From an optimization exercise on the open Yosys and OpenROAD flow, aimed at small area; shortcuts taken in it are not production practice. At most, simulation tests tie the RTL to the original design; equivalence was not proved. For run 5, only the layout was checked, not whether the RTL still works. Power is estimated from default activity; no workload was simulated.

==> config.mk <==
export PLATFORM = sky130hd
export DESIGN_NAME = linked_list
export DESIGN_NICKNAME = linked_list
export VERILOG_FILES = /design/flow/design.v
export SDC_FILE = /design/flow/constraint.sdc
export NUM_CORES = 4
export LEC_CHECK = 0
export CAP_MARGIN = 0
export CORE_MARGIN = 2
export CORE_UTILIZATION = 65
export GPL_TIMING_DRIVEN = 0
export PLACE_DENSITY = 0.75
export SLEW_MARGIN = 0
==> constraint.sdc <==
create_clock -name core_clock -period 8.0 [get_ports {clk}]
set_input_delay 1.6000 -clock core_clock [delete_from_list [all_inputs] [get_ports {clk}]]
set_output_delay 1.6000 -clock core_clock [all_outputs]
set_load 0.01 [all_outputs]
==> design.v <==
`timescale 1ns / 1ps
module linked_list (
    input wire clk,
    input wire btnC,
    input [15:0] sw,
    output [3:0] an,
    output [6:0] seg,
    output reg [1:0] led
    );
    localparam [1:0] S_IDLE = 2'd0, S_PEND = 2'd1, S_SRCH = 2'd2, S_TRAV = 2'd3;
    wire [7:0] in_data = sw[7:0];
    wire [2:0] op = sw[15:13];
    reg [3:0] db_cnt;
    reg db_state;
    reg btnc_del;
    reg [2:0] op_prev;
    always @(posedge clk) begin
        if (btnC != db_state) begin
            db_cnt <= db_cnt + 1'b1;
            if (&db_cnt) begin
                db_state <= btnC;
                db_cnt <= 4'd0;
            end
        end else begin
            db_cnt <= 4'd0;
        end
        btnc_del <= db_state;
        op_prev <= op;
    end
    wire clr = db_state & ~btnc_del;
    wire op_new = (|(op & ~op_prev)) & op[2];
    reg [1:0] st;
    reg [1:0] opd;           
    reg [4:0] h;             
    reg [4:0] t;             
    reg full;                
    reg [4:0] p;             
    reg [3:0] dc;            
    reg en;                  
    reg en_d;                
    reg [7:0] c;             
    reg [7:0] R [0:31];
    wire empty = (h == t) & ~full;
    wire [4:0] addr = p;
    wire [4:0] p1 = p + 1'b1;
    wire [31:0] a_eq;
    genvar gi;
    generate
        for (gi = 0; gi < 32; gi = gi + 1) begin : g_dec
            assign a_eq[gi] = (gi == addr);
        end
    endgenerate
    reg [7:0] rd;
    integer j;
    always @(*) begin
        rd = 8'd0;
        for (j = 0; j < 32; j = j + 1)
            rd = rd | (R[j] & {8{a_eq[j]}});
    end
    wire kend = (p == t) & ~(full & dc[0]);
    wire match = (rd == in_data);
    wire ins_go = (st == S_PEND) & ~opd[1] & ~full;
    wire srch = (st == S_SRCH);
    wire [7:0] wbus = srch ? c : ins_go ? in_data : rd;
    generate
        for (gi = 0; gi < 32; gi = gi + 1) begin : g_slot
            always @(posedge clk)
                if (a_eq[gi])
                    R[gi] <= wbus;
        end
    endgenerate
    always @(posedge clk) begin
        en_d <= en;
        c <= rd;
        if (dc == 4'd0 && en)
            p <= p1;
        if (clr) begin
            t <= h;
            full <= 1'b0;
            led <= 2'b00;
            en <= 1'b0;
            dc <= 4'd0;
            st <= S_IDLE;
        end else begin
            case (st)
                S_IDLE: begin
                    if (op_new) begin
                        st <= S_PEND;
                        opd <= op[1:0];
                        case (op[1:0])
                            2'b01: p <= t;
                            2'b10: p <= h;
                            default: p <= h - 1'b1;
                        endcase
                    end
                end
                S_PEND: begin
                    st <= S_IDLE;
                    case (opd)
                        2'b00, 2'b01: begin
                            if (full)
                                led[0] <= 1'b1;
                            else begin
                                led <= 2'b00;
                                if (~opd[0]) begin
                                    h <= p;
                                    full <= (p == t);
                                end else begin
                                    t <= p1;
                                    full <= (p1 == h);
                                end
                            end
                        end
                        2'b10: begin
                            dc[0] <= 1'b1;
                            if (empty)
                                led[1] <= 1'b1;
                            else begin
                                led[1] <= 1'b0;
                                st <= S_SRCH;
                            end
                        end
                        2'b11: begin
                            dc <= 4'd0;
                            if (empty)
                                led[1] <= 1'b1;
                            else begin
                                led[1] <= 1'b0;
                                st <= S_TRAV;
                            end
                        end
                    endcase
                end
                S_SRCH: begin
                    if (kend) begin
                        st <= S_IDLE;
                        h <= h + 1'b1;
                        t <= p1;
                    end else if (match) begin
                        st <= S_IDLE;
                        led[0] <= 1'b0;
                        h <= h + 1'b1;
                        full <= 1'b0;
                    end else begin
                        p <= p1;
                        dc[0] <= 1'b0;
                    end
                end
                S_TRAV: begin
                    if (dc == 4'd10) begin
                        dc <= 4'd0;
                        if (p1 == t && (en || !full)) begin
                            en <= 1'b0;
                            st <= S_IDLE;
                        end else
                            en <= 1'b1;
                    end else
                        dc <= dc + 1'b1;
                end
            endcase
        end
    end
    function [6:0] hex2seg(input [3:0] x);
        case (x)
            4'h0: hex2seg = 7'b1000000;
            4'h1: hex2seg = 7'b1111001;
            4'h2: hex2seg = 7'b0100100;
            4'h3: hex2seg = 7'b0110000;
            4'h4: hex2seg = 7'b0011001;
            4'h5: hex2seg = 7'b0010010;
            4'h6: hex2seg = 7'b0000010;
            4'h7: hex2seg = 7'b1111000;
            4'h8: hex2seg = 7'b0000000;
            4'h9: hex2seg = 7'b0010000;
            4'hA: hex2seg = 7'b0001000;
            4'hB: hex2seg = 7'b0000011;
            4'hC: hex2seg = 7'b1000110;
            4'hD: hex2seg = 7'b0100001;
            4'hE: hex2seg = 7'b0000110;
            default: hex2seg = 7'b0001110;
        endcase
    endfunction
    reg [2:0] ph;            
    reg c3;                  
    reg done;                
    reg [6:0] seg_r;
    wire [1:0] digit = ph[2:1];
    always @(posedge clk or posedge btnC) begin
        if (btnC) begin
            ph <= 3'd0;
            c3 <= 1'b0;
            done <= 1'b0;
            seg_r <= 7'b1111111;
        end else begin
            ph <= ph + 1'b1;
            if (ph == 3'd7)
                c3 <= 1'b1;
            if (c3 && ph == 3'd3)
                done <= 1'b1;
            if (ph[0]) begin
                if (!done) begin
                    case (digit)
                        2'd0: seg_r <= 7'b0000111;
                        2'd1: seg_r <= 7'b0010010;
                        2'd2: seg_r <= 7'b0101111;
                        default: seg_r <= 7'b0111111;
                    endcase
                end else if (digit[1] | ~en_d)
                    seg_r <= 7'b1111111;
                else
                    seg_r <= hex2seg(digit[0] ? rd[7:4] : rd[3:0]);
            end
        end
    end
    wire started = c3 | ph[2] | ph[1];
    wire [1:0] shown = digit - 1'b1;
    assign an = started ? ~(4'b0001 << shown) : 4'b1111;
    assign seg = seg_r;
endmodule
==> flow/run.sh <==
#!/bin/bash
# The standard flow (standard.sh), with these changes:
#  - ABC maps the logic with the area-oriented script flow/abc_area_min.script
#    (&deepsyn, which stops after 50 steps without a gain, then &nf) in place
#    of ORFS's abc script, and adders are left to ABC too (no
#    ADDER_MAP_FILE); every Yosys step that maps registers is the standard
#    synthesis's, so the registers are the same;
#  - the port buffers are buf_1 cells;
#  - repair may resize a gate to any drive strength (MATCH_CELL_FOOTPRINT=0);
#  - clock tree synthesis uses clkbuf_8 buffers, sink clusters of at most 20
#    flip-flops and no dummy loads.
# Each tool's output is in orfs/logs/ (ORFS's own per-step logs) and make's in
# flow_make.log.
set -euo pipefail
W=$(pwd)
sed "s|source \$::env(SCRIPTS_DIR)/synth.tcl|source $W/my_synth.tcl|" synth_recipe.tcl > my_synth_recipe.tcl
grep -q "my_synth.tcl" my_synth_recipe.tcl
sed "s|^  log_cmd abc {\*}\$abc_args$|  log_cmd abc -script $W/flow/abc_area_min.script {*}\$lib_args {*}\$lib_dont_use_args|" "$FLOW_HOME/scripts/synth.tcl" > my_synth.tcl
grep -q "abc_area_min" my_synth.tcl
sed "s|SYNTH_SCRIPT=[^ ]*|SYNTH_SCRIPT=$W/my_synth_recipe.tcl ADDER_MAP_FILE= MATCH_CELL_FOOTPRINT=0|" standard.sh > my_standard.sh
grep -q "my_synth_recipe" my_standard.sh
export BUFFER_PORTS_ARGS="-buffer_cell sky130_fd_sc_hd__buf_1"
export CTS_ARGS="-sink_clustering_enable -repair_clock_nets -dont_use_dummy_load -buf_list sky130_fd_sc_hd__clkbuf_8 -sink_clustering_size 20 -sink_clustering_max_diameter 60"
bash my_standard.sh > flow_make.log 2>&1
==> flow/abc_area_min.script <==
&get -n
&st
&deepsyn -J 50 -T 300
&st
&dch
&nf -R 1000 -p
&st
&dch -f
&nf -R 1000 -p
&put
==> standard.sh <==
#!/bin/bash
# synth_recipe.tcl (not shown) runs the flow's synth.tcl, then flattens the netlist and writes it again
# the make line also repeats each setting of config.mk as NAME=value (left out here)
make -C /OpenROAD-flow-scripts/flow DESIGN_CONFIG=/design/flow/config.mk WORK_HOME=/design/flow/orfs CLKGATE_MAP_FILE= SYNTH_SCRIPT=/design/flow/synth_recipe.tcl "${@:-finish}"
==> flow_summary.ini, run 1 <==
[sta]
period_share_pct = 62.14
hold_viol_final = 0
finClkSkew_ps = 62.17
worst_pin_slew_ps = 1117
drv_slew = 0
min_period_ps = 4972
tns_ps = 0
setup_viol = 0
rsz0062_at_grt = false
fmax_mhz = 201.1
slew_headroom_pct = 25.43

[synth]
synth_edf_count = 269
yosysTopAreaCell = edfxtp_1
synth_fp_nets = 808
synth_compound_area_share_pct = 13.25
yosysMostFrequentCell = edfxtp_1
synthAdderAreaFrac_pct = 0
ys_top_cells_by_area = edfxtp_1 (67%), dfxtp_1 (5.3%), a22oi_1 (4.7%), a221oi_1 (2.5%), a22o_1 (2.4%)
synth_flop_cell = edfxtp_1
netlist_area_sq_um = 12020
synth_top_area_share_pct = 67.21
syn_area_per_cell_sq_um = 15.21
synth-seq-cells = 313
synth_warnings = 2
yosysSeqAreaShare_pct = 75.11
synthMuxAreaShare_pct = 0.4164
ys_top_cells_by_count = edfxtp_1 (269), a22oi_1 (76), nor2_1 (69)
synth_top_family_by_area = compound AO/OA/AOI/OAI gates
async_flop_share_pct = 3.834
synth-simple-area-share_pct = 8.849
syn-instance-count = 790
synthDistinctLibCells = 45
synth_xor_area_share_pct = 1.968

[floorplanning]
core_area_sq_um = 18020
chipHeight_microns = 140.0
start_util_pct = 66.68
die_x_microns = 140.0
dieArea_sq_um = 19590
num_rows = 49
io_pins = 31

[clock_tree]
worstSkewPairLatency_ps = 560
numClockSinks = 313
clk_pin_slew_worst_paths_ps = 100
cts.repair.resized = 0
tritoncts = done
cts_setup_buffers = 0
clk_path_buf_depth = 3
hold_buffers = 0
clockRootBuffer = clkbuf_8
cts_made_buffers = 21
h-tree-depth = 1

[outcome]
run_status = no timing/DRC/antenna violations

[min_path]
holdCritPathClass = flop to flop

[pwr]
ir_worst_vdd_v = 0.0002790
leakage_nw = 4.133
power.density_nw_per_um2 = 401.9

[place]
finalWeightedCongestion = 0.8815
dp_hpwl_mm = 17.60
io_buffer_count = 25
place_area_sq_um = 12770

[global_routing]
grt-ovfl-total = 0
antenna_found_initial = 0
top_usage_layer = met2
grt_use_met3_pct = 4.821
grt_max_degree = 33
grt_pass1_wl_mm = 41.63
use_met1_pct = 39.90
grt_pass1_vias = 7275
global_route.usage.met2_pct = 44.13
grt_usage_pct = 27.73

[worst_setup_path]
critPathKind = flop to flop
cp_data_arrival_time_ps = 5370
crit_path_end_kind = flop
crit_fanout = 11
critPathLaunchType = flop
worstPathRequired_ps = 8390

[detailed_routing]
drc = 0
ant_nets = 0
firstDrtPassIters = 5
drt_iter0_drc = 753
via_count = 7434
drt-total-wl_mm = 26.94
via_per_inst = 6.852
wl_per_cell_microns = 24.83

[finish]
n_antenna_cell = 0
drive_gt1_share_pct = 9.229
synthToLayoutAreaGrowth_pct = 8.744
final_cell_area_sq_um = 13070
fin_nets = 876

[run]
maxCapViolCount = 0
-- cells by family after synthesis --
group | after synthesis
AND/OR/NAND/NOR | 217
multiplexers | 5
flip-flops | 313
XOR/XNOR | 27
buffers and inverters | 13
AO/OA/AOI/OAI | 215
-- through the flow --
stage                     std cells  worst slack, ps  hold WS [ps]  utilization (%)  power (W)
after global placement         1044             2969         413.5            68.79   0.004374
after global routing           1085             2761         397.6            72.51   0.005500
final                          1085             3028         392.6            72.51   0.005253
after floorplan                 790             4442         356.0                -   0.003896
after detailed placement       1064             3005         407.4            70.87   0.004566
after CTS                      1085             2974         396.3            72.47   0.005218
-- placed cells by master, fill, tap and decap left out, types with 10 or more instances in the layout --
cell	Yosys	final
nand2b_1	11	11
nand4_1	29	29
nor3_1	11	11
clkbuf_8	0	21
a22oi_1	76	76
xor2_1	11	11
a22o_1	33	33
clkinv_1	13	13
dfxtp_1	32	32
nor2_1	69	38
nand2_1	49	49
nand3_1	10	10
xnor2_1	16	16
edfxtp_1	269	269
o21ai_0	23	23
a21oi_1	20	20
a221oi_1	34	34
nor2_2	0	31
buf_1	0	25
-- final timing paths --
check,from,to,slack (ps),cells after the start
max reg2reg,p[0],p[2],3030,14
min reg2reg,en,en_d,390,0
min in group asynchronous,btnC,ph[2],1020,2
max in group asynchronous,btnC,seg_r[1],6710,2
max,p[0],p[2],3030,14
min,en,en_d,390,0
-- report_power, final --
group | switching (W) | internal, W
Clock | 0.000443 | 0.000237
Combinational | 0.00128 | 0.000427
Sequential | 0.000154 | 0.00271
-- critical path, stage by stage (launching register included) --
cell	delay (ps)
dfxtp_1	580
or2_0	730
nor2_2	320
buf_6	250
a22o_1	230
a221oi_1	260
nand4_1	150
or3_1	510
xnor2_1	180
nand4_1	140
o21ai_0	490
o22ai_1	300
nor2b_1	280
xnor2_1	180
a222oi_1	240
-- state kept, by name (all words and copies together), names as in the netlist, 4 cells and up --
register and count:
dc 4, db_cnt 4, seg_r 7, c 8
R 256, p 5, t 5, h 5
-- per-layer routing --
layer	share of wire, %	vias to the layer above	wire [microns]
li1	-	3324	-
met1	41	3706	11050
met2	47	343	12680
met3	8.6	61	2330
met4	3.3	0	881
met5	0	-	0
-- final cells by class --
class	count	area [sq um]
Timing Repair Buffer	45	397.9
Tap cell	229	286.5
Fill cell	1156	4955
Clock buffer	21	289.0
Sequential cell	313	9027
Inverter	13	48.80
Multi-Input combinational cell	464	3020
==> inputs of run 2 (changes only) <==
--- a/config.mk
+++ b/config.mk
@@ -9,5 +9,5 @@
 export CORE_MARGIN = 2
-export CORE_UTILIZATION = 65
+export CORE_UTILIZATION = 75
 export GPL_TIMING_DRIVEN = 0
-export PLACE_DENSITY = 0.75
+export PLACE_DENSITY = 0.85
 export SLEW_MARGIN = 0
==> run 2 against run 1 <==
Critical path depth down 2; area after synthesis unchanged; largest power group unchanged; combinational power about the same; clock power down 2%; sequential power barely moved; first-iteration DRC count is 22% higher; cell count fell by 2.0%.
==> flow_summary.ini, run 2 <==
[synth]
synth_edf_count = 269
ys_top_cells_by_area = edfxtp_1 (67%), dfxtp_1 (5.3%), a22oi_1 (4.7%), a221oi_1 (2.5%), a22o_1 (2.4%)
yosysTopAreaCell = edfxtp_1
yosysMostFrequentCell = edfxtp_1
netlist_area_sq_um = 12020
synth_warnings = 2
synth_flop_cell = edfxtp_1
synthDistinctLibCells = 45
async_flop_share_pct = 3.834
syn_area_per_cell_sq_um = 15.21
ys_top_cells_by_count = edfxtp_1 (269), a22oi_1 (76), nor2_1 (69)
yosysSeqAreaShare_pct = 75.11
syn-instance-count = 790
synth_fp_nets = 808
synth-seq-cells = 313
synth_top_area_share_pct = 67.21

[worst_setup_path]
crit_fanout = 16
critPathLaunchType = flop
cp_data_arrival_time_ps = 5390
cp_num_buf_inv = 0
cp_slowest_cell = nor2_1
max_stage_delay_ps = 1080
crit_path_end_kind = flop
ff2ff_path_depth = 12
rr_endpoint = p[2]
crit_chain = or3b_1 > nor2_1 > a22oi_1 > nand4_1 > or3_1 > xnor2_1 > nand4_1 > o21ai_0 > o22ai_1 > nor2b_1 > xnor2_1 > a222oi_1
worstPathRequired_ps = 8420
reg2reg_from = p[3]
crit_family = simple AND/OR/NAND/NOR gates
critPathKind = flop to flop
rrSetupSlack_ps = 3030

[finish]
finalNonFillerCells = 1063
largest_reg_flops = 256
final_common_cell = edfxtp_1
largest-register = R
synthToLayoutAreaGrowth_pct = 7.516
largestRegisters = R: 256 flops, c: 8 flops, seg_r: 7 flops
seq_area_sq_um = 9027
fin_nets = 867
num-fill-cells = 798
multi_input_area_sq_um = 3018
n_antenna_cell = 0
final_cell_mix = edfxtp_1 (269), a22oi_1 (76), nand2_1 (49)
drive_gt1_share_pct = 8.146

[clock_tree]
cts.repair.resized = 0
cts_setup_buffers = 0
numClockSinks = 313
h-tree-depth = 1
clk_path_buf_depth = 3
hold_buffers = 0
worstSkewPairLatency_ps = 560
tritoncts = done
clk_pin_slew_worst_paths_ps = 110
cts_made_buffers = 20
clockRootBuffer = clkbuf_8

[place]
finalWeightedCongestion = 0.8626
dp_hpwl_mm = 17.57
io_buffer_count = 25
dpl.cell_count = 1043

[pwr]
swShare_pct = 36.32
p_int_w = 0.003359
leakage_nw = 4.068
clkPwrFrac_pct = 12.7
ir_worst_vdd_v = 0.0003519
power.density_nw_per_um2 = 408.2
seq_power_share_pct = 54.5
netSwitchingPower_w = 0.001916
pwr-share-comb_pct = 32.8

[detailed_routing]
drc = 0
firstDrtPassIters = 5
wl_per_cell_microns = 25.62
ant_nets = 0
drt_iter0_drc = 920
drt-total-wl_mm = 27.23
via_count = 7641
via_per_inst = 7.188

[floorplanning]
die_x_microns = 130.6
dieArea_sq_um = 17050
start_util_pct = 76.21
io_pins = 31
core_area_sq_um = 15770
chipHeight_microns = 130.6
num_rows = 46

[min_path]
holdPathEnd = en_d
holdCritPathClass = flop to flop
hold_start = en
hold_depth = 0

[sta]
period_share_pct = 62.10
slew_headroom_pct = 6.602
tns_ps = 0
worst_pin_slew_ps = 1396
rsz0062_at_grt = false
hold_viol_final = 0
finalHoldWorstSlack_ps = 400.2
min_period_ps = 4968
setup_viol = 0
drv_slew = 0
finClkSkew_ps = 58.46
fmax_mhz = 201.3

[run]
maxCapViolCount = 0

[global_routing]
grt_max_degree = 33
grt_usage_pct = 32.69
grt_pass1_wl_mm = 41.12
grt_pass1_vias = 7363
antenna_found_initial = 0
grt-ovfl-total = 0

[outcome]
run_status = no timing/DRC/antenna violations
-- run 2: worst reg2reg max path, stage by stage (launching register included) --
cell	delay (ps)
dfxtp_1	720
or3b_1	530
nor2_1	1080
a22oi_1	290
nand4_1	180
or3_1	300
xnor2_1	180
nand4_1	150
o21ai_0	430
o22ai_1	280
nor2b_1	280
xnor2_1	180
a222oi_1	270
-- run 2: layout make-up --
cell class	count	area share [%]
inverters	13	0.3776
flip-flops and latches	313	69.86
multi-input cells	464	23.35
clock buffers	20	2.130
repair buffers	37	2.188
well taps	216	2.091
-- run 2: cells by family (layout without fill, tap and decap cells) --
kind of cell	after synthesis	after routing	share of synthesized area, %
muxes	5	5	0.4164
buffers and inverters	13	70	0.4060
DFF	313	313	75.11
and+or+nand+nor	217	217	8.849
xor gates and xnor gates	27	27	1.967
AOI/OAI and AO/OA	215	215	13.25
-- run 2: how the worst max path moves through the flow --
stage | startpoint | to | slack, ps | depth (start not counted)
after CTS | p[0] | p[2] | 3030 | 13
after global routing | p[0] | p[2] | 2810 | 13
after detailed placement | p[0] | p[2] | 3070 | 13
after global placement | p[2] | p[2] | 2840 | 13
after floorplan | p[2] | p[2] | 4440 | 13
final | p[3] | p[2] | 3030 | 12
-- run 2: power by group through the flow --
| stage | Clock [W] | Combinational (W) | Sequential [W] |
|---|---|---|---|
| final | 0.000669 | 0.00173 | 0.00288 |
| after floorplan | 0 | 0.00107 | 0.00283 |
| after global routing | 0.000720 | 0.00187 | 0.00291 |
| after CTS | 0.000673 | 0.00168 | 0.00287 |
| after detailed placement | 0 | 0.00167 | 0.00291 |
| after global placement | 0 | 0.00148 | 0.00288 |
-- run 2: metal layers --
layer	track usage, %	routed length (microns)
met5	0	0
met4	14.89	1252
met3	5.375	2890
met2	52.33	12780
met1	45.33	10310
-- run 2: through the flow --
step | instance area (sq um) | utilization [%] | power, W | setup WS (ps)
2_1_floorplan | 12020 | - | 0.003896 | 4442
3_3_place_gp | 12380 | 78.52 | 0.004363 | 2843
3_5_place_dp | 12630 | 80.12 | 0.004580 | 3071
4_1_cts | 12910 | 81.86 | 0.005218 | 3029
5_1_grt | 12920 | 81.94 | 0.005491 | 2814
6_report | 12920 | 81.94 | 0.005275 | 3032
==> inputs of run 3 (changes only) <==
--- a/flow/run.sh
+++ b/flow/run.sh
@@ -9,3 +9,3 @@
 #  - repair may resize a gate to any drive strength (MATCH_CELL_FOOTPRINT=0);
-#  - clock tree synthesis uses clkbuf_8 buffers, sink clusters of at most 20
+#  - clock tree synthesis uses clkbuf_8 buffers, sink clusters of at most 18
 #    flip-flops and no dummy loads.
@@ -22,3 +22,3 @@
 export BUFFER_PORTS_ARGS="-buffer_cell sky130_fd_sc_hd__buf_1"
-export CTS_ARGS="-sink_clustering_enable -repair_clock_nets -dont_use_dummy_load -buf_list sky130_fd_sc_hd__clkbuf_8 -sink_clustering_size 20 -sink_clustering_max_diameter 60"
+export CTS_ARGS="-sink_clustering_enable -repair_clock_nets -dont_use_dummy_load -buf_list sky130_fd_sc_hd__clkbuf_8 -sink_clustering_size 18 -sink_clustering_max_diameter 50"
 bash my_standard.sh > flow_make.log 2>&1
--- a/config.mk
+++ b/config.mk
@@ -9,5 +9,5 @@
 export CORE_MARGIN = 2
-export CORE_UTILIZATION = 75
+export CORE_UTILIZATION = 80
 export GPL_TIMING_DRIVEN = 0
-export PLACE_DENSITY = 0.85
+export PLACE_DENSITY = 0.88
 export SLEW_MARGIN = 0
==> run 3 against run 2 <==
Global-route usage increased by 8.5 points; sequential share of layout area is essentially flat; flip-flop and latch count unchanged; worst setup slack worse by 46 ps; critical path type unchanged; highest routed layer unchanged.
==> flow_summary.ini, run 3 <==
[pwr]
ir_worst_vdd_v = 0.0004938
design_power_total_w = 0.005537
clkPwrFrac_pct = 14.1
power.density_nw_per_um2 = 428.3
seq_power_share_pct = 52.5
leakage_nw = 4.103
pwr-share-comb_pct = 33.4
p_int_w = 0.003417
swShare_pct = 38.28
netSwitchingPower_w = 0.002119

[global_routing]
grt_max_degree = 33
grt_usage_pct = 41.23
grt-ovfl-total = 0
antenna_found_initial = 2
grt_pass1_vias = 8205
grt_pass1_wl_mm = 48.69

[synth]
synthDistinctLibCells = 45
synth_edf_count = 269
synth_xor_area_share_pct = 1.968
yosysSeqAreaShare_pct = 75.11
synthMuxAreaShare_pct = 0.4164
synth_fp_nets = 808
synth_top_area_share_pct = 67.21
synth-seq-cells = 313
syn-instance-count = 790
synth_compound_area_share_pct = 13.25
synth_flop_cell = edfxtp_1
synth-simple-area-share_pct = 8.849
yosysMostFrequentCell = edfxtp_1
synthAdderAreaFrac_pct = 0
ys_top_cells_by_area = edfxtp_1 (67%), dfxtp_1 (5.3%), a22oi_1 (4.7%), a221oi_1 (2.5%), a22o_1 (2.4%)
yosysTopAreaCell = edfxtp_1
async_flop_share_pct = 3.834
synth_top_family_by_area = compound AO/OA/AOI/OAI gates
synth_warnings = 2
ys_top_cells_by_count = edfxtp_1 (269), a22oi_1 (76), nor2_1 (69)
netlist_area_sq_um = 12020
syn_area_per_cell_sq_um = 15.21

[detailed_routing]
via_count = 8209
drc = 0
wl_per_cell_microns = 31.14
drt-total-wl_mm = 32.36
via_per_inst = 7.901
drt_iter0_drc = 1258
firstDrtPassIters = 8
ant_nets = 0

[floorplanning]
die_x_microns = 126.6
chipHeight_microns = 126.6
num_rows = 44
dieArea_sq_um = 16020
core_area_sq_um = 14590
io_pins = 31
start_util_pct = 82.38

[clock_tree]
cts_setup_buffers = 0
cts_made_buffers = 25
clk_path_buf_depth = 3
clk_pin_slew_worst_paths_ps = 110
worstSkewPairLatency_ps = 600
cts.repair.resized = 0
h-tree-depth = 1
hold_buffers = 0
tritoncts = done
numClockSinks = 313
clockRootBuffer = clkbuf_8

[worst_setup_path]
worstPathRequired_ps = 8400
rrSetupSlack_ps = 2990
critPathLaunchType = flop
ff2ff_path_depth = 13
reg2reg_from = p[1]
crit_fanout = 16
critPathKind = flop to flop
crit_path_end_kind = flop
rr_endpoint = p[2]
cp_data_arrival_time_ps = 5410

[finish]
fin_nets = 874
drive_gt1_share_pct = 8.782
num-fill-cells = 532
final_common_cell = edfxtp_1
final_cell_mix = edfxtp_1 (269), a22oi_1 (76), nand2_1 (49)
largest_reg_flops = 256
largestRegisters = R: 256 flops, c: 8 flops, seg_r: 7 flops
finalNonFillerCells = 1039
largest-register = R
synthToLayoutAreaGrowth_pct = 7.558

[outcome]
run_status = no timing/DRC/antenna violations

[min_path]
holdPathEnd = en_d
holdCritPathClass = flop to flop
hold_start = en
hold_depth = 0

[sta]
min_period_ps = 5015
tns_ps = 0
drv_slew = 0
worst_pin_slew_ps = 1302
slew_headroom_pct = 12.99
finClkSkew_ps = 91.66
setup_viol = 0
hold_viol_final = 0
fmax_mhz = 199.4
rsz0062_at_grt = false
period_share_pct = 62.68

[run]
maxCapViolCount = 0

[place]
dp_hpwl_mm = 18.07
io_buffer_count = 25
finalWeightedCongestion = 0.8876
dpl.cell_count = 1013
## run 3: cell counts after synthesis
Identical to the previous run, type by type.
## run 3: area by class of cell
cell class / count / area [sq um] / area share [%]
Timing Repair Buffer: 39 / 259.0 / 2.003
Antenna cell: 1 / 2.502 / 0.01936
Multi-Input combinational cell: 464 / 3015 / 23.33
Sequential cell: 313 / 9027 / 69.83
Clock buffer: 25 / 344.1 / 2.662
Inverter: 13 / 48.80 / 0.3775
Tap cell: 184 / 230.2 / 1.781
## run 3: worst max-delay path by stage
stage / from / slack [ps] / end
2_1_floorplan: p[2] / 4440 / p[2]
3_3_place_gp: p[2] / 2900 / p[2]
3_5_place_dp: p[0] / 3170 / p[2]
4_1_cts: p[0] / 3060 / p[2]
5_1_grt: p[0] / 2860 / p[2]
6_report: p[1] / 2990 / p[2]
## run 3: worst max-delay path, cell delays in order, from the launching register on
cell      delay (ps)
dfxtp_1          610
or2_0            720
nor2_2           430
a22o_1           310
a221oi_1         280
nand4_1          290
or3_1            490
xnor2_1          240
nand4_1          150
o21ai_0          420
o22ai_1          260
nor2b_1          280
xnor2_1          170
a222oi_1         260
## run 3: kinds of logic after synthesis
family,count (synthesis)
AO/OA/AOI/OAI,215
flip-flops,313
buffers and inverters,13
multiplexers,5
XOR/XNOR,27
AND/OR/NAND/NOR,217
## run 3: power by group through the flow
stage	clock (W)	sequential [W]	combinational, W
after floorplan	0	0.00283	0.00107
after global placement	0	0.00288	0.00150
after detailed placement	0	0.00291	0.00169
after CTS	0.000757	0.00289	0.00175
after global routing	0.000804	0.00293	0.00192
final	0.000779	0.00291	0.00185
## run 3: per-stage QoR
step | setup slack [ps] | utilization, % | area, sq um | hold WS (ps)
floorplan | 4442 | - | 12020 | 356.0
global placement | 2901 | 84.61 | 12340 | 416.5
detailed placement | 3165 | 86.13 | 12570 | 421.0
CTS | 3062 | 88.49 | 12910 | 400.8
global route | 2861 | 88.59 | 12920 | 415.6
finish | 2985 | 88.61 | 12930 | 399.1
## run 3: layer usage
metal | vias up | part of all wire [%] | wire length, microns | track usage, %
li1 | 3316 | - | - | -
met1 | 3879 | 32 | 10420 | 53.83
met2 | 819 | 47 | 15270 | 64.20
met3 | 195 | 14 | 4633 | 11.05
met4 | 0 | 6.3 | 2031 | 23.01
met5 | - | 0 | 0 | 0
==> inputs of run 4 (changes only) <==
--- a/flow/run.sh
+++ b/flow/run.sh
@@ -8,4 +8,3 @@
 #  - the port buffers are buf_1 cells;
-#  - repair may resize a gate to any drive strength (MATCH_CELL_FOOTPRINT=0);
-#  - clock tree synthesis uses clkbuf_8 buffers, sink clusters of at most 18
+#  - clock tree synthesis uses clkbuf_8 buffers, sink clusters of at most 16
 #    flip-flops and no dummy loads.
@@ -19,6 +18,6 @@
 grep -q "abc_area_min" my_synth.tcl
-sed "s|SYNTH_SCRIPT=[^ ]*|SYNTH_SCRIPT=$W/my_synth_recipe.tcl ADDER_MAP_FILE= MATCH_CELL_FOOTPRINT=0|" standard.sh > my_standard.sh
+sed "s|SYNTH_SCRIPT=[^ ]*|SYNTH_SCRIPT=$W/my_synth_recipe.tcl ADDER_MAP_FILE=|" standard.sh > my_standard.sh
 grep -q "my_synth_recipe" my_standard.sh
 export BUFFER_PORTS_ARGS="-buffer_cell sky130_fd_sc_hd__buf_1"
-export CTS_ARGS="-sink_clustering_enable -repair_clock_nets -dont_use_dummy_load -buf_list sky130_fd_sc_hd__clkbuf_8 -sink_clustering_size 18 -sink_clustering_max_diameter 50"
+export CTS_ARGS="-sink_clustering_enable -repair_clock_nets -dont_use_dummy_load -buf_list sky130_fd_sc_hd__clkbuf_8 -sink_clustering_size 16 -sink_clustering_max_diameter 60"
 bash my_standard.sh > flow_make.log 2>&1
--- a/config.mk
+++ b/config.mk
@@ -7,7 +7,7 @@
 export LEC_CHECK = 0
-export CAP_MARGIN = 0
+export CAP_MARGIN = 5
 export CORE_MARGIN = 2
-export CORE_UTILIZATION = 80
+export CORE_UTILIZATION = 65
 export GPL_TIMING_DRIVEN = 0
-export PLACE_DENSITY = 0.88
-export SLEW_MARGIN = 0
+export PLACE_DENSITY = 0.75
+export SLEW_MARGIN = 5
==> run 4 against run 3 <==
Highest routed layer unchanged; via count fell by 8.1%; register-to-register slack improved by 50 ps; die area rose by 22%; maximum frequency rose by 1.1%; largest cell class unchanged; still clean on timing, DRC and antenna; critical path depth rose by 1; utilization fell by 15 points.
==> flow_summary.ini, run 4 <==
[detailed_routing]
wl_per_cell_microns = 24.69
firstDrtPassIters = 5
drc = 0
ant_nets = 0
drt_iter0_drc = 665
via_per_inst = 6.887
drt-total-wl_mm = 27.03
via_count = 7541

[synth]
syn-instance-count = 790
synth_fp_nets = 808
synth_warnings = 2
synth_edf_count = 269
yosysTopAreaCell = edfxtp_1
netlist_area_sq_um = 12020
ys_top_cells_by_area = edfxtp_1 (67%), dfxtp_1 (5.3%), a22oi_1 (4.7%), a221oi_1 (2.5%), a22o_1 (2.4%)
yosysMostFrequentCell = edfxtp_1
ys_top_cells_by_count = edfxtp_1 (269), a22oi_1 (76), nor2_1 (69)
synth_top_area_share_pct = 67.21
async_flop_share_pct = 3.834
syn_area_per_cell_sq_um = 15.21
synth_flop_cell = edfxtp_1
synth-seq-cells = 313
yosysSeqAreaShare_pct = 75.11
synthDistinctLibCells = 45

[clock_tree]
clk_pin_slew_worst_paths_ps = 80
cts.repair.resized = 0
worstSkewPairLatency_ps = 560
cts_made_buffers = 24
hold_buffers = 0
h-tree-depth = 1
clockRootBuffer = clkbuf_8
clk_path_buf_depth = 3
numClockSinks = 313
tritoncts = done
cts_setup_buffers = 0

[min_path]
holdCritPathClass = flop to flop

[floorplanning]
start_util_pct = 66.68
chipHeight_microns = 140.0
num_rows = 49
die_x_microns = 140.0
dieArea_sq_um = 19590
core_area_sq_um = 18020
io_pins = 31

[sta]
fmax_mhz = 201.5
worst_pin_slew_ps = 964.9
finalHoldWorstSlack_ps = 415.7
hold_viol_final = 0
tns_ps = 0
setup_viol = 0
period_share_pct = 62.03
finClkSkew_ps = 38.37
min_period_ps = 4962
drv_slew = 0
finalWorstSetupSlack_ps = 3038
slew_headroom_pct = 35.52
rsz0062_at_grt = false

[global_routing]
grt-ovfl-total = 0
grt_pass1_wl_mm = 41.97
grt_max_degree = 33
grt_usage_pct = 27.93
grt_pass1_vias = 7225
antenna_found_initial = 0

[pwr]
leakage_nw = 4.208
power.density_nw_per_um2 = 400.8
p_int_w = 0.003423
ir_worst_vdd_v = 0.0002584
seq_power_share_pct = 54.1
design_power_total_w = 0.005304
clkPwrFrac_pct = 13.6
swShare_pct = 35.47
netSwitchingPower_w = 0.001881
pwr-share-comb_pct = 32.3

[finish]
drive_gt1_share_pct = 10.39
num-fill-cells = 1121
largestRegisters = R: 256 flops, c: 8 flops, seg_r: 7 flops
n_antenna_cell = 0
synthToLayoutAreaGrowth_pct = 10.11
final_cell_area_sq_um = 13230
largest-register = R
final_cell_mix = edfxtp_1 (269), a22oi_1 (76), nand2_1 (49)
fin_nets = 886
largest_reg_flops = 256
final_common_cell = edfxtp_1

[worst_setup_path]
crit_family = simple AND/OR/NAND/NOR gates
crit_chain = or2_0 > nor2_2 > buf_6 > a22o_1 > a221oi_1 > nand4_1 > or3_1 > xnor2_1 > nand4_1 > o21ai_0 > o22ai_1 > nor2b_1 > xnor2_1 > a222oi_1
worstPathRequired_ps = 8430
crit_fanout = 11
cp_slowest_cell = or2_0
cp_data_arrival_time_ps = 5390
critPathLaunchType = flop
critPathKind = flop to flop
rrSetupSlack_ps = 3040
max_stage_delay_ps = 720
cp_num_buf_inv = 1
crit_path_end_kind = flop

[run]
maxCapViolCount = 0

[place]
place_ws_ps = 3124
io_buffer_count = 25
finalWeightedCongestion = 0.8815
dp_hpwl_mm = 18.03
place_area_sq_um = 12900

[outcome]
run_status = no timing/DRC/antenna violations
## run 4: cell counts after synthesis
Identical to the previous run, type by type.
## run 4: path summary, 6_finish.rpt
kind	startpoint	end	cells past startpoint
max	p[0]	p[2]	14
min	en	en_d	0
max reg2reg	p[0]	p[2]	14
min reg2reg	en	en_d	0
max in group asynchronous	btnC	seg_r[1]	2
min in group asynchronous	btnC	done	2
## run 4: power groups by stage
stage               sequential [W]  combinational (W)  clock, W
finish                     0.00287            0.00171  0.000724
global route               0.00290            0.00188  0.000784
CTS                        0.00286            0.00169  0.000734
detailed placement         0.00290            0.00169         0
global placement           0.00288            0.00149         0
floorplan                  0.00283            0.00107         0
## run 4: cells by family after synthesis
family,count (synthesis),share of synthesized area [%]
multiplexers,5,0.4164
flip-flops,313,75.11
XOR/XNOR,27,1.967
buffers and inverters,13,0.4060
AND/OR/NAND/NOR,217,8.849
AO/OA/AOI/OAI,215,13.25
## run 4: layout make-up
| class | count | area [sq um] | share of cell area [%] |
|---|---|---|---|
| clock buffer | 24 | 330.3 | 2.496 |
| inverter | 13 | 48.80 | 0.3687 |
| multi-input combinational | 464 | 3023 | 22.84 |
| sequential | 313 | 9027 | 68.21 |
| tap | 229 | 286.5 | 2.165 |
| timing repair buffer | 52 | 518.0 | 3.914 |
## run 4: through the flow
stage          util [%]  cells
2_1_floorplan         -    790
3_3_place_gp      68.79   1044
3_5_place_dp      71.59   1071
4_1_cts           73.42   1095
5_1_grt           73.42   1095
6_report          73.42   1095
## run 4: worst register-to-register path, delay by kind of cell (launching register included)
kind	cells	cell delay (ps)
AO/OA/AOI/OAI	5	1500
XOR/XNOR	2	370
buffers and inverters	1	250
AND/OR/NAND/NOR	6	2160
flip-flops	1	590
## run 4: metal layers
metal | vias up | part of all wire, % | track usage (%)
met3 | 59 | 9.0 | 5.402
met2 | 383 | 47 | 43.98
met4 | 0 | 3.3 | 9.211
met1 | 3768 | 41 | 40.15
met5 | - | 0 | 0
li1 | 3331 | - | -
==> inputs of run 5 (changes only) <==
--- a/design.v
+++ b/design.v
@@ -40,3 +40,2 @@
     reg en_d;                
-    reg [7:0] c;             
     reg [7:0] R [0:31];
@@ -45,3 +44,3 @@
     wire [4:0] p1 = p + 1'b1;
-    wire [31:0] a_eq;
+    wire [31:0] a_eq, h_eq;
     genvar gi;
@@ -50,2 +49,3 @@
             assign a_eq[gi] = (gi == addr);
+            assign h_eq[gi] = (gi == h);
         end
@@ -62,9 +62,34 @@
     wire ins_go = (st == S_PEND) & ~opd[1] & ~full;
-    wire srch = (st == S_SRCH);
-    wire [7:0] wbus = srch ? c : ins_go ? in_data : rd;
+    wire del_go = (st == S_SRCH) & ~kend & match;
+    wire wrap = (addr < h);
+    wire [8:0] bchain;
+    wire [32:0] pchain;
+    assign bchain[0] = wrap;
+    generate
+        for (gi = 0; gi < 8; gi = gi + 1) begin : g_blk
+            wire [3:0] hb = h_eq[4*gi +: 4];
+            wire [3:0] ab = a_eq[4*gi +: 4];
+            wire t = ~|ab;
+            wire g = (hb[3] & ~ab[3]) | (hb[2] & ~|ab[3:2]) | (hb[1] & ~|ab[3:1]) | (hb[0] & t);
+            assign bchain[gi + 1] = (bchain[gi] & t) | g;
+            assign pchain[4*gi] = bchain[gi];
+            genvar gj;
+            for (gj = 0; gj < 3; gj = gj + 1) begin : g_in
+                assign pchain[4*gi + gj + 1] = (pchain[4*gi + gj] | hb[gj]) & ~ab[gj];
+            end
+        end
+    endgenerate
+    wire [31:0] prefix;
+    generate
+        for (gi = 0; gi < 32; gi = gi + 1) begin : g_pfx
+            assign prefix[gi] = (pchain[gi] | h_eq[gi]) & ~a_eq[gi];
+        end
+    endgenerate
     generate
         for (gi = 0; gi < 32; gi = gi + 1) begin : g_slot
+            wire we = ins_go & a_eq[gi];
+            wire sh = del_go & ~prefix[gi];
+            wire hd = ~we & ~sh;
             always @(posedge clk)
-                if (a_eq[gi])
-                    R[gi] <= wbus;
+                R[gi] <= ({8{we}} & in_data) | ({8{sh}} & R[(gi + 1) % 32]) | ({8{hd}} & R[gi]);
         end
@@ -73,3 +98,2 @@
         en_d <= en;
-        c <= rd;
         if (dc == 4'd0 && en)
@@ -134,10 +158,8 @@
                 S_SRCH: begin
-                    if (kend) begin
+                    if (kend)
                         st <= S_IDLE;
-                        h <= h + 1'b1;
-                        t <= p1;
-                    end else if (match) begin
+                    else if (match) begin
                         st <= S_IDLE;
                         led[0] <= 1'b0;
-                        h <= h + 1'b1;
+                        t <= t - 1'b1;
                         full <= 1'b0;
==> flow/run.sh (replaced) <==
#!/bin/bash
# The standard flow (standard.sh), with these changes:
#  - synthesis maps the logic with two area-oriented ABC passes
#    (flow/abc_two_pass.tcl) in place of ORFS's single ABC call; every Yosys
#    step before ABC, and so every register, is the standard synthesis's;
#  - clock tree synthesis uses clkbuf_8 buffers, sink clusters of at most 16
#    flip-flops and no dummy loads.
# Each tool's output is in orfs/logs/ (ORFS's own per-step logs) and make's in
# flow_make.log.
set -euo pipefail
W=$(pwd)
sed "s|source \$::env(SCRIPTS_DIR)/synth.tcl|source $W/my_synth.tcl|" synth_recipe.tcl > my_synth_recipe.tcl
grep -q "my_synth.tcl" my_synth_recipe.tcl
sed "s|^  log_cmd abc {\*}\$abc_args$|  source $W/flow/abc_two_pass.tcl|" "$FLOW_HOME/scripts/synth.tcl" > my_synth.tcl
grep -q "abc_two_pass.tcl" my_synth.tcl
sed "s|SYNTH_SCRIPT=[^ ]*|SYNTH_SCRIPT=$W/my_synth_recipe.tcl|" standard.sh > my_standard.sh
grep -q "my_synth_recipe" my_standard.sh
export CTS_ARGS="-sink_clustering_enable -repair_clock_nets -dont_use_dummy_load -buf_list sky130_fd_sc_hd__clkbuf_8 -sink_clustering_size 16 -sink_clustering_max_diameter 60"
bash my_standard.sh > flow_make.log 2>&1
==> flow/abc_area_min.script (replaced) <==
&get -n
&st
&dch
&nf -R 1000 -p
&st
&syn2
&dch
&nf -R 1000 -p
&st
&dch -f
&nf -R 1000 -p
&put
==> flow/abc_storage.script (new file) <==
strash
dch
amap
topo
==> flow/abc_two_pass.tcl (new file) <==
# Replaces the single ABC call of ORFS's synth.tcl. Registers are already
# mapped at this point, so neither pass touches them.
# Pass 1: the next-state logic of the list storage (the gates within a few
# levels of the R registers' D inputs) is mapped with amap, which finds the
# and-or-invert cell that selects among hold, shift and load for each bit.
# Pass 2: everything else, with an area-oriented &nf script.
set flow_dir [file dirname [info script]]
select -set stor_cone {w:$0\\R*} %ci7 {t:$_*_} %i
log_cmd abc -script $flow_dir/abc_storage.script {*}$lib_args {*}$lib_dont_use_args @stor_cone
select -clear
log_cmd abc -script $flow_dir/abc_area_min.script {*}$lib_args {*}$lib_dont_use_args
--- a/config.mk
+++ b/config.mk
@@ -7,7 +7,7 @@
 export LEC_CHECK = 0
-export CAP_MARGIN = 5
+export CAP_MARGIN = 20
 export CORE_MARGIN = 2
-export CORE_UTILIZATION = 65
+export CORE_UTILIZATION = 50
 export GPL_TIMING_DRIVEN = 0
-export PLACE_DENSITY = 0.75
-export SLEW_MARGIN = 5
+export PLACE_DENSITY = 0.6
+export SLEW_MARGIN = 20
==> run 5 against run 4 <==
Utilization is 18 points lower; count of clock-buffer cells in the layout increased by 2; final area rose by 18%; critical path depth is 18 higher; critical path type unchanged; area after synthesis increased by 19%; via count up 91%.
==> flow_summary.ini, run 5 <==
[detailed_routing]
drt-total-wl_mm = 59.09
via_per_inst = 7.145
wl_per_cell_microns = 29.28
ant_nets = 0
firstDrtPassIters = 14
drc = 0
via_count = 14419
drt_iter0_drc = 3422

[clock_tree]
hold_buffers = 0
h-tree-depth = 1
worstSkewPairLatency_ps = 620
cts_made_buffers = 26
clockRootBuffer = clkbuf_8
clk_path_buf_depth = 3
clk_pin_slew_worst_paths_ps = 100
numClockSinks = 305
tritoncts = done

[worst_setup_path]
critPathLaunchType = flop
worstPathRequired_ps = 8510
cp_common_cell = nor2_1
cp_data_arrival_time_ps = 7740
crit_path_end_kind = flop
max_stage_delay_ps = 820
critPathKind = flop to flop
cp_slowest_cell = nor2_1
crit_fanout = 15

[pwr]
p_int_w = 0.003095
power.density_nw_per_um2 = 358.5
netSwitchingPower_w = 0.002512
pwr-share-comb_pct = 35.6
clkPwrFrac_pct = 14.0
seq_power_share_pct = 50.3
ir_worst_vdd_v = 0.0002353
swShare_pct = 44.81
leakage_nw = 5.616

[global_routing]
grt_max_degree = 33
grt_usage_pct = 38.24
grt-ovfl-total = 0
grt_pass1_wl_mm = 87.20
top_usage_layer = met2
grt_use_met3_pct = 7.762
global_route.usage.met2_pct = 58.08
use_met1_pct = 51.11
antenna_found_initial = 2
grt_pass1_vias = 13237

[synth]
synth-seq-cells = 305
synth_warnings = 2
yosysSeqAreaShare_pct = 44.06
ys_top_cells_by_area = dfxtp_1 (39%), a222oi_1 (20%), clkinv_1 (8.6%), nor2_1 (4.8%), ha_1 (3.1%)
synthDistinctLibCells = 57
yosysMostFrequentCell = clkinv_1
yosysTopAreaCell = dfxtp_1
synth_fp_nets = 1628
netlist_area_sq_um = 14310
synth_edf_count = 13
syn_area_per_cell_sq_um = 9.086
ys_top_cells_by_count = clkinv_1 (326), a222oi_1 (285), dfxtp_1 (280)
async_flop_share_pct = 3.934
syn-instance-count = 1575
synth_flop_cell = dfxtp_1
synth_top_area_share_pct = 39.17

[finish]
largest_reg_flops = 256
finalNonFillerCells = 2018
largestRegisters = R: 256 flops, seg_r: 7 flops
final_cell_area_sq_um = 15640
post-route-util_pct = 55.84
n_antenna_cell = 0
largest-register = R
synthToLayoutAreaGrowth_pct = 9.312
drive_gt1_share_pct = 3.720
final_cell_mix = clkinv_1 (325), a222oi_1 (285), dfxtp_1 (280)
fin_nets = 1695
final_common_cell = clkinv_1

[sta]
worst_pin_slew_ps = 1261
slew_headroom_pct = 15.66
setup_viol = 0
finalWorstSetupSlack_ps = 775.0
period_share_pct = 90.31
tns_ps = 0
rsz0062_at_grt = false
hold_viol_final = 0
fmax_mhz = 138.4
min_period_ps = 7225
drv_slew = 0
finClkSkew_ps = 68.01

[floorplanning]
core_area_sq_um = 28010
io_pins = 31
dieArea_sq_um = 29990
die_x_microns = 173.2
num_rows = 61
chipHeight_microns = 173.2
start_util_pct = 51.09

[outcome]
run_status = no timing/DRC/antenna violations

[place]
dpl.cell_count = 1987
finalWeightedCongestion = 1.078
dp_hpwl_mm = 44.50
place_area_sq_um = 15240
place_ws_ps = 560.6
io_buffer_count = 25

[min_path]
holdCritPathClass = flop to flop

[run]
maxCapViolCount = 0
run 5: cell count changes after synthesis, sizes merged, moves of 18 or more:
cell | previous run | this run
a222oi | 1 | 285
a22o | 33 | 12
a21oi | 20 | 49
ha | 0 | 35
clkinv | 13 | 326
a221oi | 34 | 16
nand2 | 49 | 67
dfxtp | 32 | 280
edfxtp | 269 | 13
nor2 | 69 | 182
a22oi | 76 | 57
run 5: critical path: cells and delay by family, from the launching register on:
family / cells / cell delay, ps
AOI/OAI and AO/OA: 12 / 2630
buffers and inverters: 2 / 190
DFF: 1 / 510
and+or+nand+nor: 18 / 3800
run 5: power by group through the flow:
| stage | sequential [W] | combinational [W] | clock [W] |
|---|---|---|---|
| floorplan | 0.00237 | 0.00143 | 0 |
| finish | 0.00282 | 0.00200 | 0.000788 |
| CTS | 0.00277 | 0.00194 | 0.000798 |
| global placement | 0.00280 | 0.00186 | 0 |
| global route | 0.00282 | 0.00221 | 0.000847 |
| detailed placement | 0.00280 | 0.00192 | 0 |
run 5: cells by family after synthesis:
kind of cell               Yosys count  share of synthesized area [%]
AOI/OAI and AO/OA                  507                          30.65
xor gates and xnor gates            29                          1.775
buffers and inverters              326                          8.551
and+or+nand+nor                    365                          11.34
muxes                                8                         0.5683
adders and majority gates           35                          3.060
DFF                                305                          44.06
run 5: worst paths after layout:
kind                       slack (ps)  endpoint  start  cells past startpoint
setup / recovery                  780  R[31][1]   p[2]                     32
hold / removal                    440      en_d     en                      0
setup reg to reg                  780  R[31][1]   p[2]                     32
hold reg to reg                   440      en_d     en                      0
max in group asynchronous        6320  seg_r[1]   btnC                      2
min in group asynchronous        1350      done   btnC                      2
run 5: final cells by class:
type / count / area, sq um
Clock buffer: 26 / 357.8
Inverter: 326 / 1227
Fill cell: 2648 / 12370
Timing Repair Buffer: 39 / 480.5
Tap cell: 378 / 473.0
Sequential cell: 305 / 6305
Multi-Input combinational cell: 944 / 6799
run 5: per-layer routing:
| metal | up-vias | part of all wire (%) |
|---|---|---|
| met1 | 6960 | 39 |
| met5 | - | 0.020 |
| met2 | 984 | 43 |
| met3 | 178 | 11 |
| li1 | 6295 | - |
| met4 | 2 | 6.4 |
run 5: metrics by stage:
step                power [W]  hold slack [ps]
floorplan            0.003809            360.2
global placement     0.004667            428.2
detailed placement   0.004720            432.3
CTS                  0.005507            442.0
global route         0.005885            458.2
finish               0.005607            435.6
run 5: what timing repair did:
item                       4_1_cts  5_1_grt
setup endpoints to repair        0       22
setup buffers                    0        4
resized for setup                0        1

afterwards: timing with drivers on the ports:
How much do the figures lean on ideal ports? The routed layouts below were timed once more, with nothing changed but the port constraints.
Step 1 sets driving cells, clkbuf_16 on the clock port and buf_2 on the other inputs (assumed; they add their load-dependent delay and slew).
Step 2 times the ports against the registers' clock, not the clock port: input delays grow and output delays shrink by t, the midpoint of the rising clock arrivals with the driver on.
Slacks: ideal / step 1 / step 2; pairs: ideal / step 1.
run	t, ns	slack for setup (ns)	latest minus earliest clock arrival (ns)	cell pins on the clock port's net
run 1	0.570	3.028 / 3.028 / 3.028	0.063 / 0.062	1
run 2	0.570	3.032 / 3.032 / 3.032	0.058 / 0.059	1
run 3	0.600	2.985 / 2.985 / 2.985	0.091 / 0.092	1
run 4	0.578	3.038 / 3.038 / 3.038	0.039 / 0.038	1
run 5	0.636	0.775 / 0.775 / 0.775	0.068 / 0.068	1
After both steps every run listed still meets setup and hold.
